What follows belongs to an exercise in optimizing a design on an open flow for small area; a production flow would make more cautious choices.
At most, simulation tests tie the RTL to the original design; equivalence was not proved.
No activity file was given, so power comes from the tool's default toggle rates.

==> run a: inputs <==
==> flow/design.v (excerpt) <==
module FFT_8point_16bit(
    input [15:0] x0,x1,x2,x3,x4,x5,x6,x7,
    input en,clk,rst,
    output [15:0] r7,r6,r5,r4,r3,r2,r1,r0,i7,i6,i5,i4,i3,i2,i1,i0);
==> flow/config.mk <==
export PLATFORM = sky130hd
export DESIGN_NAME = FFT_8point_16bit
export DESIGN_NICKNAME = FFT_8point_16bit
export VERILOG_FILES = /design/flow/design.v
export SDC_FILE = /design/flow/constraint.sdc
export NUM_CORES = 4
export LEC_CHECK = 0
export CAP_MARGIN = 20
export CORE_MARGIN = 2
export CORE_UTILIZATION = 80
export SLEW_MARGIN = 20
export SYNTH_HIERARCHICAL = 1
==> flow/constraint.sdc <==
create_clock -name core_clock -period 8.5 [get_ports {clk}]
set_input_delay 1.7000 -clock core_clock [delete_from_list [all_inputs] [get_ports {clk}]]
set_output_delay 1.7000 -clock core_clock [all_outputs]
set_load 0.01 [all_outputs]
standard.sh (not shown) runs the stock make flow with config.mk's settings and CLKGATE_MAP_FILE= SYNTH_SCRIPT=/design/flow/synth_recipe.tcl, a recipe that flattens the netlist after the stock synthesis.
==> flow/flow/run.sh <==
#!/bin/bash
# The standard layout (standard.sh, all ORFS steps), with two changes:
# the port buffers use the smallest buffer cell, and CTS inserts no dummy loads.
set -o pipefail
export BUFFER_PORTS_ARGS="-buffer_cell sky130_fd_sc_hd__buf_1"
export CTS_ARGS="-sink_clustering_enable -repair_clock_nets -buf_list sky130_fd_sc_hd__clkbuf_8 -sink_clustering_size 20 -sink_clustering_max_diameter 50 -dont_use_dummy_load"
bash standard.sh > standard.log 2>&1
==> inputs of run b, as changes to run a <==
==> flow/flow/run.sh (replaced) <==
#!/bin/bash
# The standard layout (standard.sh, all ORFS steps), with three changes:
# the port buffers use the smallest buffer cell, and CTS inserts no dummy loads, and one tie cell drives all constant outputs.
set -o pipefail
export BUFFER_PORTS_ARGS="-buffer_cell sky130_fd_sc_hd__buf_1"
export SKIP_REPAIR_TIE_FANOUT=1
export CTS_ARGS="-sink_clustering_enable -repair_clock_nets -buf_list sky130_fd_sc_hd__clkbuf_8 -sink_clustering_size 20 -sink_clustering_max_diameter 50 -dont_use_dummy_load"
bash standard.sh > standard.log 2>&1
==> summary.txt <==
Of run b and run a, run a has the higher register-to-register slack (gap 90 ps).
In clock power, run a and run b hardly differ.
Against run b, the maximum frequency of run a is larger by about 1.2%.
In run a the setup slack is higher than in run b, by 100 ps.
No run of this note included a check of the RTL's function; only the layout flow was run.

* * *

==> 06-24 <==
Another version of the RTL of FFT_8point_16bit (not shown whole).
export LEC_CHECK = 0
export CAP_MARGIN = 20
export CORE_MARGIN = 2
export CORE_UTILIZATION = 80
export SLEW_MARGIN = 20
export SYNTH_HIERARCHICAL = 1
create_clock -name core_clock -period 8.5 [get_ports {clk}]
==> flow/flow/run.sh <==
#!/bin/bash
# The standard layout (standard.sh, all ORFS steps), with three changes:
# the port buffers use the smallest buffer cell, and CTS inserts no dummy loads, and one tie cell drives all constant outputs.
set -o pipefail
export BUFFER_PORTS_ARGS="-buffer_cell sky130_fd_sc_hd__buf_1"
export SKIP_REPAIR_TIE_FANOUT=1
export CTS_ARGS="-sink_clustering_enable -repair_clock_nets -buf_list sky130_fd_sc_hd__clkbuf_4 -sink_clustering_size 10 -sink_clustering_max_diameter 40 -dont_use_dummy_load"
bash standard.sh > standard.log 2>&1
==> 07-11 (differences from 06-24) <==
--- a/flow/design.v
+++ b/flow/design.v
@@ -535,17 +535,17 @@
   full_adder f245(x7[13], ~x3[13], n_243, n_244, n_245);
   wire n_246;
   wire n_247;
   full_adder f247(x7[14], ~x3[14], n_245, n_246, n_247);
   wire n_248;
   assign n_248 = x7[15] ^ ~x3[15] ^ n_247;
   wire n_249;
   wire n_250;
-  assign n_250 = n_1 & n_63;
+  half_adder h250(n_1, n_63, n_249, n_250);
   wire n_251;
   wire n_252;
   full_adder f252(n_3, n_65, n_250, n_251, n_252);
   wire n_253;
   wire n_254;
   full_adder f254(n_5, n_67, n_252, n_253, n_254);
   wire n_255;
   wire n_256;
@@ -581,21 +581,22 @@
   wire n_276;
   full_adder f276(n_27, n_89, n_274, n_275, n_276);
   wire n_277;
   wire n_278;
   full_adder f278(n_29, n_91, n_276, n_277, n_278);
   wire n_279;
   assign n_279 = n_31 ^ n_93 ^ n_278;
   wire n_280;
+  assign n_280 = n_1 ^ ~n_63;
   wire n_281;
   assign n_281 = ~n_1 & n_63;
   wire n_282;
   wire n_283;
-  assign n_283 = (n_3 & ~n_65) | (n_3 & ~n_281) | (~n_65 & ~n_281);
+  full_adder f283(n_3, ~n_65, ~n_281, n_282, n_283);
   wire n_284;
   wire n_285;
   full_adder f285(n_5, ~n_67, n_283, n_284, n_285);
   wire n_286;
   wire n_287;
   full_adder f287(n_7, ~n_69, n_285, n_286, n_287);
   wire n_288;
   wire n_289;
@@ -675,21 +676,22 @@
   wire n_338;
   full_adder f338(n_151, n_213, n_336, n_337, n_338);
   wire n_339;
   wire n_340;
   full_adder f340(n_153, n_215, n_338, n_339, n_340);
   wire n_341;
   assign n_341 = n_155 ^ n_217 ^ n_340;
   wire n_342;
+  assign n_342 = n_187 ^ ~n_125;
   wire n_343;
   assign n_343 = ~n_187 & n_125;
   wire n_344;
   wire n_345;
-  assign n_345 = (n_189 & ~n_127) | (n_189 & ~n_343) | (~n_127 & ~n_343);
+  full_adder f345(n_189, ~n_127, ~n_343, n_344, n_345);
   wire n_346;
   wire n_347;
   full_adder f347(n_191, ~n_129, n_345, n_346, n_347);
   wire n_348;
   wire n_349;
   full_adder f349(n_193, ~n_131, n_347, n_348, n_349);
   wire n_350;
   wire n_351;
@@ -722,16 +724,17 @@
   wire n_369;
   full_adder f369(n_213, ~n_151, n_367, n_368, n_369);
   wire n_370;
   wire n_371;
   full_adder f371(n_215, ~n_153, n_369, n_370, n_371);
   wire n_372;
   assign n_372 = n_217 ^ ~n_155 ^ n_371;
   wire n_373;
+  assign n_373 = ~n_218 ^ ~n_156;
   wire n_374;
   assign n_374 = ~n_218 & ~n_156;
   wire n_375;
   wire n_376;
   full_adder f376(n_220, n_158, n_374, n_375, n_376);
   wire n_377;
   wire n_378;
   full_adder f378(n_222, n_160, n_376, n_377, n_378);
@@ -769,16 +772,17 @@
   wire n_400;
   full_adder f400(n_244, n_182, n_398, n_399, n_400);
   wire n_401;
   wire n_402;
   full_adder f402(n_246, n_184, n_400, n_401, n_402);
   wire n_403;
   assign n_403 = n_248 ^ n_186 ^ n_402;
   wire n_404;
+  assign n_404 = ~n_218 ^ n_156;
   wire n_405;
   assign n_405 = n_218 & ~n_156;
   wire n_406;
   wire n_407;
   full_adder f407(n_220, ~n_158, ~n_405, n_406, n_407);
   wire n_408;
   wire n_409;
   full_adder f409(n_222, ~n_160, n_407, n_408, n_409);
@@ -941,17 +945,17 @@
   assign d1[117] = n_428;
   assign d1[118] = n_430;
   assign d1[119] = n_432;
   assign d1[120] = n_434;
   wire n_435;
   assign n_435 = q1[59] ^ q1[75];
   wire n_436;
   wire n_437;
-  assign n_437 = n_435 & q1[29];
+  half_adder h437(n_435, q1[29], n_436, n_437);
   wire n_438;
   wire n_439;
   full_adder f439(q1[0], q1[30], n_437, n_438, n_439);
   wire n_440;
   wire n_441;
   full_adder f441(q1[1], q1[31], n_439, n_440, n_441);
   wire n_442;
   wire n_443;
@@ -987,21 +991,22 @@
   wire n_463;
   full_adder f463(q1[12], q1[42], n_461, n_462, n_463);
   wire n_464;
   wire n_465;
   full_adder f465(q1[13], q1[43], n_463, n_464, n_465);
   wire n_466;
   assign n_466 = q1[14] ^ q1[44] ^ n_465;
   wire n_467;
+  assign n_467 = n_435 ^ ~q1[29];
   wire n_468;
   assign n_468 = ~n_435 & q1[29];
   wire n_469;
   wire n_470;
-  assign n_470 = (q1[0] & ~q1[30]) | (q1[0] & ~n_468) | (~q1[30] & ~n_468);
+  full_adder f470(q1[0], ~q1[30], ~n_468, n_469, n_470);
   wire n_471;
   wire n_472;
   full_adder f472(q1[1], ~q1[31], n_470, n_471, n_472);
   wire n_473;
   wire n_474;
   full_adder f474(q1[2], ~q1[32], n_472, n_473, n_474);
   wire n_475;
   wire n_476;
@@ -1707,16 +1712,17 @@
   wire n_759;
   full_adder f759(q6[71], q6[103], n_757, n_758, n_759);
   wire n_760;
   wire n_761;
   full_adder f761(q6[72], q6[104], n_759, n_760, n_761);
   wire n_762;
   assign n_762 = q6[73] ^ q6[105] ^ n_761;
   wire n_763;
+  assign n_763 = q6[58] ^ ~q6[90];
   wire n_764;
   assign n_764 = ~q6[58] & q6[90];
   wire n_765;
   wire n_766;
   full_adder f766(q6[59], ~q6[91], ~n_764, n_765, n_766);
   wire n_767;
   wire n_768;
   full_adder f768(q6[60], ~q6[92], n_766, n_767, n_768);
@@ -1801,16 +1807,17 @@
   wire n_821;
   full_adder f821(q6[87], q6[119], n_819, n_820, n_821);
   wire n_822;
   wire n_823;
   full_adder f823(q6[88], q6[120], n_821, n_822, n_823);
   wire n_824;
   assign n_824 = q6[89] ^ q6[121] ^ n_823;
   wire n_825;
+  assign n_825 = q6[74] ^ ~q6[106];
   wire n_826;
   assign n_826 = ~q6[74] & q6[106];
   wire n_827;
   wire n_828;
   full_adder f828(q6[75], ~q6[107], ~n_826, n_827, n_828);
   wire n_829;
   wire n_830;
   full_adder f830(q6[76], ~q6[108], n_828, n_829, n_830);
@@ -2374,71 +2381,71 @@
   full_adder f1062(~q7[86], n_998, n_1060, n_1061, n_1062);
   wire n_1063;
   assign n_1063 = ~q7[87] ^ n_1062;
   wire n_1064;
   assign n_1064 = ~q7[87] & n_1062;
   wire n_1065;
   assign n_1065 = ~q7[88] ^ n_998 ^ n_1064;
   wire n_1066;
-  assign n_1066 = q7[92] ^ ~q7[123];
+  assign n_1066 = ~q7[92] ^ q7[123];
   wire n_1067;
   assign n_1067 = q7[92] & ~q7[123];
   wire n_1068;
   wire n_1069;
-  full_adder f1069(q7[108], ~n_1002, n_1067, n_1068, n_1069);
+  full_adder f1069(~q7[108], n_1002, ~n_1067, n_1068, n_1069);
   wire n_1070;
   wire n_1071;
-  full_adder f1071(q7[109], ~n_1003, n_1069, n_1070, n_1071);
+  full_adder f1071(~q7[109], n_1003, n_1069, n_1070, n_1071);
   wire n_1072;
-  assign n_1072 = q7[110] ^ n_1071;
+  assign n_1072 = ~q7[110] ^ n_1071;
   wire n_1073;
-  assign n_1073 = ~q7[110] & ~n_1071;
+  assign n_1073 = ~q7[110] & n_1071;
   wire n_1074;
-  assign n_1074 = q7[111] ^ ~n_1073;
+  assign n_1074 = ~q7[111] ^ n_1073;
   wire n_1075;
   assign n_1075 = ~q7[111] & n_1073;
   wire n_1076;
-  assign n_1076 = q7[112] ^ ~n_1075;
+  assign n_1076 = ~q7[112] ^ n_1075;
   wire n_1077;
   assign n_1077 = ~q7[112] & n_1075;
   wire n_1078;
-  assign n_1078 = q7[113] ^ ~n_1077;
+  assign n_1078 = ~q7[113] ^ n_1077;
   wire n_1079;
   assign n_1079 = ~q7[113] & n_1077;
   wire n_1080;
-  assign n_1080 = q7[114] ^ ~n_1079;
+  assign n_1080 = ~q7[114] ^ n_1079;
   wire n_1081;
   assign n_1081 = ~q7[114] & n_1079;
   wire n_1082;
   wire n_1083;
-  full_adder f1083(q7[115], ~n_1001, ~n_1081, n_1082, n_1083);
+  full_adder f1083(~q7[115], n_1001, n_1081, n_1082, n_1083);
   wire n_1084;
-  assign n_1084 = q7[116] ^ n_1083;
+  assign n_1084 = ~q7[116] ^ n_1083;
   wire n_1085;
-  assign n_1085 = ~q7[116] & ~n_1083;
+  assign n_1085 = ~q7[116] & n_1083;
   wire n_1086;
   wire n_1087;
-  full_adder f1087(q7[117], ~n_1001, ~n_1085, n_1086, n_1087);
+  full_adder f1087(~q7[117], n_1001, n_1085, n_1086, n_1087);
   wire n_1088;
-  assign n_1088 = q7[118] ^ n_1087;
+  assign n_1088 = ~q7[118] ^ n_1087;
   wire n_1089;
-  assign n_1089 = ~q7[118] & ~n_1087;
+  assign n_1089 = ~q7[118] & n_1087;
   wire n_1090;
   wire n_1091;
-  full_adder f1091(q7[119], ~n_1001, ~n_1089, n_1090, n_1091);
+  full_adder f1091(~q7[119], n_1001, n_1089, n_1090, n_1091);
   wire n_1092;
   wire n_1093;
-  full_adder f1093(q7[120], ~n_1001, n_1091, n_1092, n_1093);
+  full_adder f1093(~q7[120], n_1001, n_1091, n_1092, n_1093);
   wire n_1094;
-  assign n_1094 = q7[121] ^ n_1093;
+  assign n_1094 = ~q7[121] ^ n_1093;
   wire n_1095;
-  assign n_1095 = ~q7[121] & ~n_1093;
+  assign n_1095 = ~q7[121] & n_1093;
   wire n_1096;
-  assign n_1096 = q7[122] ^ ~n_1001 ^ ~n_1095;
+  assign n_1096 = ~q7[122] ^ n_1001 ^ n_1095;
   wire n_1097;
   wire n_1098;
   half_adder h1098(q7[92], q7[123], n_1097, n_1098);
   wire n_1099;
   wire n_1100;
   full_adder f1100(q7[93], n_1002, n_1098, n_1099, n_1100);
   wire n_1101;
   wire n_1102;
@@ -2769,31 +2776,31 @@
   assign i2[9] = q7[51];
   assign i2[10] = q7[52];
   assign i2[11] = q7[53];
   assign i2[12] = q7[54];
   assign i2[13] = q7[55];
   assign i2[14] = q7[56];
   assign i2[15] = q7[57];
   assign i3[0] = ~n_1066;
-  assign i3[1] = ~n_1068;
-  assign i3[2] = ~n_1070;
+  assign i3[1] = n_1068;
+  assign i3[2] = n_1070;
   assign i3[3] = n_1072;
   assign i3[4] = n_1074;
   assign i3[5] = n_1076;
   assign i3[6] = n_1078;
   assign i3[7] = n_1080;
-  assign i3[8] = ~n_1082;
+  assign i3[8] = n_1082;
   assign i3[9] = n_1084;
-  assign i3[10] = ~n_1086;
+  assign i3[10] = n_1086;
   assign i3[11] = n_1088;
-  assign i3[12] = ~n_1090;
-  assign i3[13] = ~n_1092;
+  assign i3[12] = n_1090;
+  assign i3[13] = n_1092;
   assign i3[14] = n_1094;
-  assign i3[15] = ~n_1096;
+  assign i3[15] = n_1096;
   assign i4[0] = 1'b0;
   assign i4[1] = 1'b0;
   assign i4[2] = 1'b0;
   assign i4[3] = 1'b0;
   assign i4[4] = 1'b0;
   assign i4[5] = 1'b0;
   assign i4[6] = 1'b0;
   assign i4[7] = 1'b0;
==> flow/flow/run.sh (replaced) <==
#!/bin/bash
# The standard layout (standard.sh, all ORFS steps), with two changes:
# the port buffers use the smallest buffer cell, and CTS inserts no dummy loads.
set -o pipefail
export BUFFER_PORTS_ARGS="-buffer_cell sky130_fd_sc_hd__buf_1"
export CTS_ARGS="-sink_clustering_enable -repair_clock_nets -buf_list sky130_fd_sc_hd__clkbuf_8 -sink_clustering_size 20 -sink_clustering_max_diameter 50 -dont_use_dummy_load"
bash standard.sh > standard.log 2>&1
==> flow/config.mk (replaced) <==
export PLATFORM = sky130hd
export DESIGN_NAME = FFT_8point_16bit
export DESIGN_NICKNAME = FFT_8point_16bit
export VERILOG_FILES = /design/flow/design.v
export SDC_FILE = /design/flow/constraint.sdc
export NUM_CORES = 4
export LEC_CHECK = 0
export CAP_MARGIN = 20
export CORE_MARGIN = 2
export CORE_UTILIZATION = 60
export SLEW_MARGIN = 20
export SYNTH_HIERARCHICAL = 1
==> 07-13 (differences from 06-24) <==
--- a/flow/design.v
+++ b/flow/design.v
@@ -535,17 +535,17 @@
   full_adder f245(x7[13], ~x3[13], n_243, n_244, n_245);
   wire n_246;
   wire n_247;
   full_adder f247(x7[14], ~x3[14], n_245, n_246, n_247);
   wire n_248;
   assign n_248 = x7[15] ^ ~x3[15] ^ n_247;
   wire n_249;
   wire n_250;
-  assign n_250 = n_1 & n_63;
+  half_adder h250(n_1, n_63, n_249, n_250);
   wire n_251;
   wire n_252;
   full_adder f252(n_3, n_65, n_250, n_251, n_252);
   wire n_253;
   wire n_254;
   full_adder f254(n_5, n_67, n_252, n_253, n_254);
   wire n_255;
   wire n_256;
@@ -581,21 +581,22 @@
   wire n_276;
   full_adder f276(n_27, n_89, n_274, n_275, n_276);
   wire n_277;
   wire n_278;
   full_adder f278(n_29, n_91, n_276, n_277, n_278);
   wire n_279;
   assign n_279 = n_31 ^ n_93 ^ n_278;
   wire n_280;
+  assign n_280 = n_1 ^ ~n_63;
   wire n_281;
   assign n_281 = ~n_1 & n_63;
   wire n_282;
   wire n_283;
-  assign n_283 = (n_3 & ~n_65) | (n_3 & ~n_281) | (~n_65 & ~n_281);
+  full_adder f283(n_3, ~n_65, ~n_281, n_282, n_283);
   wire n_284;
   wire n_285;
   full_adder f285(n_5, ~n_67, n_283, n_284, n_285);
   wire n_286;
   wire n_287;
   full_adder f287(n_7, ~n_69, n_285, n_286, n_287);
   wire n_288;
   wire n_289;
@@ -675,21 +676,22 @@
   wire n_338;
   full_adder f338(n_151, n_213, n_336, n_337, n_338);
   wire n_339;
   wire n_340;
   full_adder f340(n_153, n_215, n_338, n_339, n_340);
   wire n_341;
   assign n_341 = n_155 ^ n_217 ^ n_340;
   wire n_342;
+  assign n_342 = n_187 ^ ~n_125;
   wire n_343;
   assign n_343 = ~n_187 & n_125;
   wire n_344;
   wire n_345;
-  assign n_345 = (n_189 & ~n_127) | (n_189 & ~n_343) | (~n_127 & ~n_343);
+  full_adder f345(n_189, ~n_127, ~n_343, n_344, n_345);
   wire n_346;
   wire n_347;
   full_adder f347(n_191, ~n_129, n_345, n_346, n_347);
   wire n_348;
   wire n_349;
   full_adder f349(n_193, ~n_131, n_347, n_348, n_349);
   wire n_350;
   wire n_351;
@@ -722,16 +724,17 @@
   wire n_369;
   full_adder f369(n_213, ~n_151, n_367, n_368, n_369);
   wire n_370;
   wire n_371;
   full_adder f371(n_215, ~n_153, n_369, n_370, n_371);
   wire n_372;
   assign n_372 = n_217 ^ ~n_155 ^ n_371;
   wire n_373;
+  assign n_373 = ~n_218 ^ ~n_156;
   wire n_374;
   assign n_374 = ~n_218 & ~n_156;
   wire n_375;
   wire n_376;
   full_adder f376(n_220, n_158, n_374, n_375, n_376);
   wire n_377;
   wire n_378;
   full_adder f378(n_222, n_160, n_376, n_377, n_378);
@@ -769,16 +772,17 @@
   wire n_400;
   full_adder f400(n_244, n_182, n_398, n_399, n_400);
   wire n_401;
   wire n_402;
   full_adder f402(n_246, n_184, n_400, n_401, n_402);
   wire n_403;
   assign n_403 = n_248 ^ n_186 ^ n_402;
   wire n_404;
+  assign n_404 = ~n_218 ^ n_156;
   wire n_405;
   assign n_405 = n_218 & ~n_156;
   wire n_406;
   wire n_407;
   full_adder f407(n_220, ~n_158, ~n_405, n_406, n_407);
   wire n_408;
   wire n_409;
   full_adder f409(n_222, ~n_160, n_407, n_408, n_409);
@@ -941,17 +945,17 @@
   assign d1[117] = n_428;
   assign d1[118] = n_430;
   assign d1[119] = n_432;
   assign d1[120] = n_434;
   wire n_435;
   assign n_435 = q1[59] ^ q1[75];
   wire n_436;
   wire n_437;
-  assign n_437 = n_435 & q1[29];
+  half_adder h437(n_435, q1[29], n_436, n_437);
   wire n_438;
   wire n_439;
   full_adder f439(q1[0], q1[30], n_437, n_438, n_439);
   wire n_440;
   wire n_441;
   full_adder f441(q1[1], q1[31], n_439, n_440, n_441);
   wire n_442;
   wire n_443;
@@ -987,21 +991,22 @@
   wire n_463;
   full_adder f463(q1[12], q1[42], n_461, n_462, n_463);
   wire n_464;
   wire n_465;
   full_adder f465(q1[13], q1[43], n_463, n_464, n_465);
   wire n_466;
   assign n_466 = q1[14] ^ q1[44] ^ n_465;
   wire n_467;
+  assign n_467 = n_435 ^ ~q1[29];
   wire n_468;
   assign n_468 = ~n_435 & q1[29];
   wire n_469;
   wire n_470;
-  assign n_470 = (q1[0] & ~q1[30]) | (q1[0] & ~n_468) | (~q1[30] & ~n_468);
+  full_adder f470(q1[0], ~q1[30], ~n_468, n_469, n_470);
   wire n_471;
   wire n_472;
   full_adder f472(q1[1], ~q1[31], n_470, n_471, n_472);
   wire n_473;
   wire n_474;
   full_adder f474(q1[2], ~q1[32], n_472, n_473, n_474);
   wire n_475;
   wire n_476;
@@ -1707,16 +1712,17 @@
   wire n_759;
   full_adder f759(q6[71], q6[103], n_757, n_758, n_759);
   wire n_760;
   wire n_761;
   full_adder f761(q6[72], q6[104], n_759, n_760, n_761);
   wire n_762;
   assign n_762 = q6[73] ^ q6[105] ^ n_761;
   wire n_763;
+  assign n_763 = q6[58] ^ ~q6[90];
   wire n_764;
   assign n_764 = ~q6[58] & q6[90];
   wire n_765;
   wire n_766;
   full_adder f766(q6[59], ~q6[91], ~n_764, n_765, n_766);
   wire n_767;
   wire n_768;
   full_adder f768(q6[60], ~q6[92], n_766, n_767, n_768);
@@ -1801,16 +1807,17 @@
   wire n_821;
   full_adder f821(q6[87], q6[119], n_819, n_820, n_821);
   wire n_822;
   wire n_823;
   full_adder f823(q6[88], q6[120], n_821, n_822, n_823);
   wire n_824;
   assign n_824 = q6[89] ^ q6[121] ^ n_823;
   wire n_825;
+  assign n_825 = q6[74] ^ ~q6[106];
   wire n_826;
   assign n_826 = ~q6[74] & q6[106];
   wire n_827;
   wire n_828;
   full_adder f828(q6[75], ~q6[107], ~n_826, n_827, n_828);
   wire n_829;
   wire n_830;
   full_adder f830(q6[76], ~q6[108], n_828, n_829, n_830);
@@ -2374,71 +2381,71 @@
   full_adder f1062(~q7[86], n_998, n_1060, n_1061, n_1062);
   wire n_1063;
   assign n_1063 = ~q7[87] ^ n_1062;
   wire n_1064;
   assign n_1064 = ~q7[87] & n_1062;
   wire n_1065;
   assign n_1065 = ~q7[88] ^ n_998 ^ n_1064;
   wire n_1066;
-  assign n_1066 = q7[92] ^ ~q7[123];
+  assign n_1066 = ~q7[92] ^ q7[123];
   wire n_1067;
   assign n_1067 = q7[92] & ~q7[123];
   wire n_1068;
   wire n_1069;
-  full_adder f1069(q7[108], ~n_1002, n_1067, n_1068, n_1069);
+  full_adder f1069(~q7[108], n_1002, ~n_1067, n_1068, n_1069);
   wire n_1070;
   wire n_1071;
-  full_adder f1071(q7[109], ~n_1003, n_1069, n_1070, n_1071);
+  full_adder f1071(~q7[109], n_1003, n_1069, n_1070, n_1071);
   wire n_1072;
-  assign n_1072 = q7[110] ^ n_1071;
+  assign n_1072 = ~q7[110] ^ n_1071;
   wire n_1073;
-  assign n_1073 = ~q7[110] & ~n_1071;
+  assign n_1073 = ~q7[110] & n_1071;
   wire n_1074;
-  assign n_1074 = q7[111] ^ ~n_1073;
+  assign n_1074 = ~q7[111] ^ n_1073;
   wire n_1075;
   assign n_1075 = ~q7[111] & n_1073;
   wire n_1076;
-  assign n_1076 = q7[112] ^ ~n_1075;
+  assign n_1076 = ~q7[112] ^ n_1075;
   wire n_1077;
   assign n_1077 = ~q7[112] & n_1075;
   wire n_1078;
-  assign n_1078 = q7[113] ^ ~n_1077;
+  assign n_1078 = ~q7[113] ^ n_1077;
   wire n_1079;
   assign n_1079 = ~q7[113] & n_1077;
   wire n_1080;
-  assign n_1080 = q7[114] ^ ~n_1079;
+  assign n_1080 = ~q7[114] ^ n_1079;
   wire n_1081;
   assign n_1081 = ~q7[114] & n_1079;
   wire n_1082;
   wire n_1083;
-  full_adder f1083(q7[115], ~n_1001, ~n_1081, n_1082, n_1083);
+  full_adder f1083(~q7[115], n_1001, n_1081, n_1082, n_1083);
   wire n_1084;
-  assign n_1084 = q7[116] ^ n_1083;
+  assign n_1084 = ~q7[116] ^ n_1083;
   wire n_1085;
-  assign n_1085 = ~q7[116] & ~n_1083;
+  assign n_1085 = ~q7[116] & n_1083;
   wire n_1086;
   wire n_1087;
-  full_adder f1087(q7[117], ~n_1001, ~n_1085, n_1086, n_1087);
+  full_adder f1087(~q7[117], n_1001, n_1085, n_1086, n_1087);
   wire n_1088;
-  assign n_1088 = q7[118] ^ n_1087;
+  assign n_1088 = ~q7[118] ^ n_1087;
   wire n_1089;
-  assign n_1089 = ~q7[118] & ~n_1087;
+  assign n_1089 = ~q7[118] & n_1087;
   wire n_1090;
   wire n_1091;
-  full_adder f1091(q7[119], ~n_1001, ~n_1089, n_1090, n_1091);
+  full_adder f1091(~q7[119], n_1001, n_1089, n_1090, n_1091);
   wire n_1092;
   wire n_1093;
-  full_adder f1093(q7[120], ~n_1001, n_1091, n_1092, n_1093);
+  full_adder f1093(~q7[120], n_1001, n_1091, n_1092, n_1093);
   wire n_1094;
-  assign n_1094 = q7[121] ^ n_1093;
+  assign n_1094 = ~q7[121] ^ n_1093;
   wire n_1095;
-  assign n_1095 = ~q7[121] & ~n_1093;
+  assign n_1095 = ~q7[121] & n_1093;
   wire n_1096;
-  assign n_1096 = q7[122] ^ ~n_1001 ^ ~n_1095;
+  assign n_1096 = ~q7[122] ^ n_1001 ^ n_1095;
   wire n_1097;
   wire n_1098;
   half_adder h1098(q7[92], q7[123], n_1097, n_1098);
   wire n_1099;
   wire n_1100;
   full_adder f1100(q7[93], n_1002, n_1098, n_1099, n_1100);
   wire n_1101;
   wire n_1102;
@@ -2769,31 +2776,31 @@
   assign i2[9] = q7[51];
   assign i2[10] = q7[52];
   assign i2[11] = q7[53];
   assign i2[12] = q7[54];
   assign i2[13] = q7[55];
   assign i2[14] = q7[56];
   assign i2[15] = q7[57];
   assign i3[0] = ~n_1066;
-  assign i3[1] = ~n_1068;
-  assign i3[2] = ~n_1070;
+  assign i3[1] = n_1068;
+  assign i3[2] = n_1070;
   assign i3[3] = n_1072;
   assign i3[4] = n_1074;
   assign i3[5] = n_1076;
   assign i3[6] = n_1078;
   assign i3[7] = n_1080;
-  assign i3[8] = ~n_1082;
+  assign i3[8] = n_1082;
   assign i3[9] = n_1084;
-  assign i3[10] = ~n_1086;
+  assign i3[10] = n_1086;
   assign i3[11] = n_1088;
-  assign i3[12] = ~n_1090;
-  assign i3[13] = ~n_1092;
+  assign i3[12] = n_1090;
+  assign i3[13] = n_1092;
   assign i3[14] = n_1094;
-  assign i3[15] = ~n_1096;
+  assign i3[15] = n_1096;
   assign i4[0] = 1'b0;
   assign i4[1] = 1'b0;
   assign i4[2] = 1'b0;
   assign i4[3] = 1'b0;
   assign i4[4] = 1'b0;
   assign i4[5] = 1'b0;
   assign i4[6] = 1'b0;
   assign i4[7] = 1'b0;
==> flow/run.sh (new file) <==
#!/bin/bash
# synth_recipe.tcl (not shown) runs the flow's synth.tcl, then flattens the netlist and writes it again
# the make line also repeats each setting of config.mk as NAME=value (left out here)
make -C /OpenROAD-flow-scripts/flow DESIGN_CONFIG=/design/flow/config.mk WORK_HOME=/design/flow/orfs CLKGATE_MAP_FILE= SYNTH_SCRIPT=/design/flow/synth_recipe.tcl finish
==> flow/config.mk (replaced) <==
export PLATFORM = sky130hd
export DESIGN_NAME = FFT_8point_16bit
export DESIGN_NICKNAME = FFT_8point_16bit
export VERILOG_FILES = /design/flow/design.v
export SDC_FILE = /design/flow/constraint.sdc
export NUM_CORES = 4
export LEC_CHECK = 0
export CAP_MARGIN = 20
export CORE_MARGIN = 2
export CORE_UTILIZATION = 40
export SLEW_MARGIN = 20
export SYNTH_HIERARCHICAL = 1
removed: flow/flow/run.sh
removed: flow/standard.sh
==> summary.txt <==
06-24 produced a clean layout. 07-11 finished with timing, DRC and antenna clean. 07-13 finished clean.
Between 06-24 and 07-11, the lower die area is in 06-24 (gap 25%, measured against 07-11).
In synthesized area, 07-13 and 07-11 do not differ.
Of 06-24 and 07-11, 07-11 has the higher combinational power (gap about 14%, measured against 07-11).
Between 07-13 and 07-11, the lower cell count is in 07-11 (gap about 15%, measured against 07-11).
The highest clock-buffer cell count belongs to 07-13, the lowest to 07-11.
Between 07-11 and 07-13, the lower routed wire length is in 07-11 (gap about 14%, measured against 07-13).
Synthesized cell count is the same in 07-13 and 07-11.
Between 07-11 and 06-24, the lower global-route usage is in 07-11 (gap 6.6 points).
Of 07-11 and 06-24, 06-24 has the higher utilization (gap 20 points).
The lowest hold slack belongs to 06-24, the highest to 07-13.
Critical path depth, highest first: 06-24, 07-11, 07-13.

-- what the ideal ports hide --
The flow's constraints put no driver on any port. The routed layouts listed below were extracted and timed again, unchanged, in two steps.
Step 1, drivers: a clkbuf_16 drives clk and a buf_2 each remaining input, both assumed.
Step 2 adds t to the input delays and takes it off the output delays; t is the mean of the earliest and latest rising clock arrival at the registers after step 1. Input paths then give back, and output paths get back, about the clock's delay inside the block.
Slacks: no drivers / after step 1 / after step 2; pairs: no drivers / after step 1.
run | t, ns | setup WS [ns] | hold WS [ns] | worst register clock-pin slew, ns
run a | 0.658 | 0.190 / 0.140 / -0.085 | 0.271 / 0.271 / 0.271 | 0.12 / 0.12
run b | 0.667 | 0.087 / 0.033 / -0.167 | 0.280 / 0.280 / 0.280 | 0.11 / 0.11
06-24 | 0.794 | 0.687 / 0.634 / -0.028 | 0.281 / 0.281 / 0.281 | 0.11 / 0.11
07-11 | 0.702 | 0.622 / 0.649 / -0.053 | 0.282 / 0.282 / 0.282 | 0.11 / 0.11
07-13 | 0.678 | 0.228 / 0.268 / -0.410 | 0.308 / 0.308 / 0.308 | 0.06 / 0.06
With both steps, setup timing fails in every run listed, where it was met with ideal ports. For 06-24, which loses most, drivers alone change the setup slack by -0.053 ns; drivers and shift together by -0.715 ns.
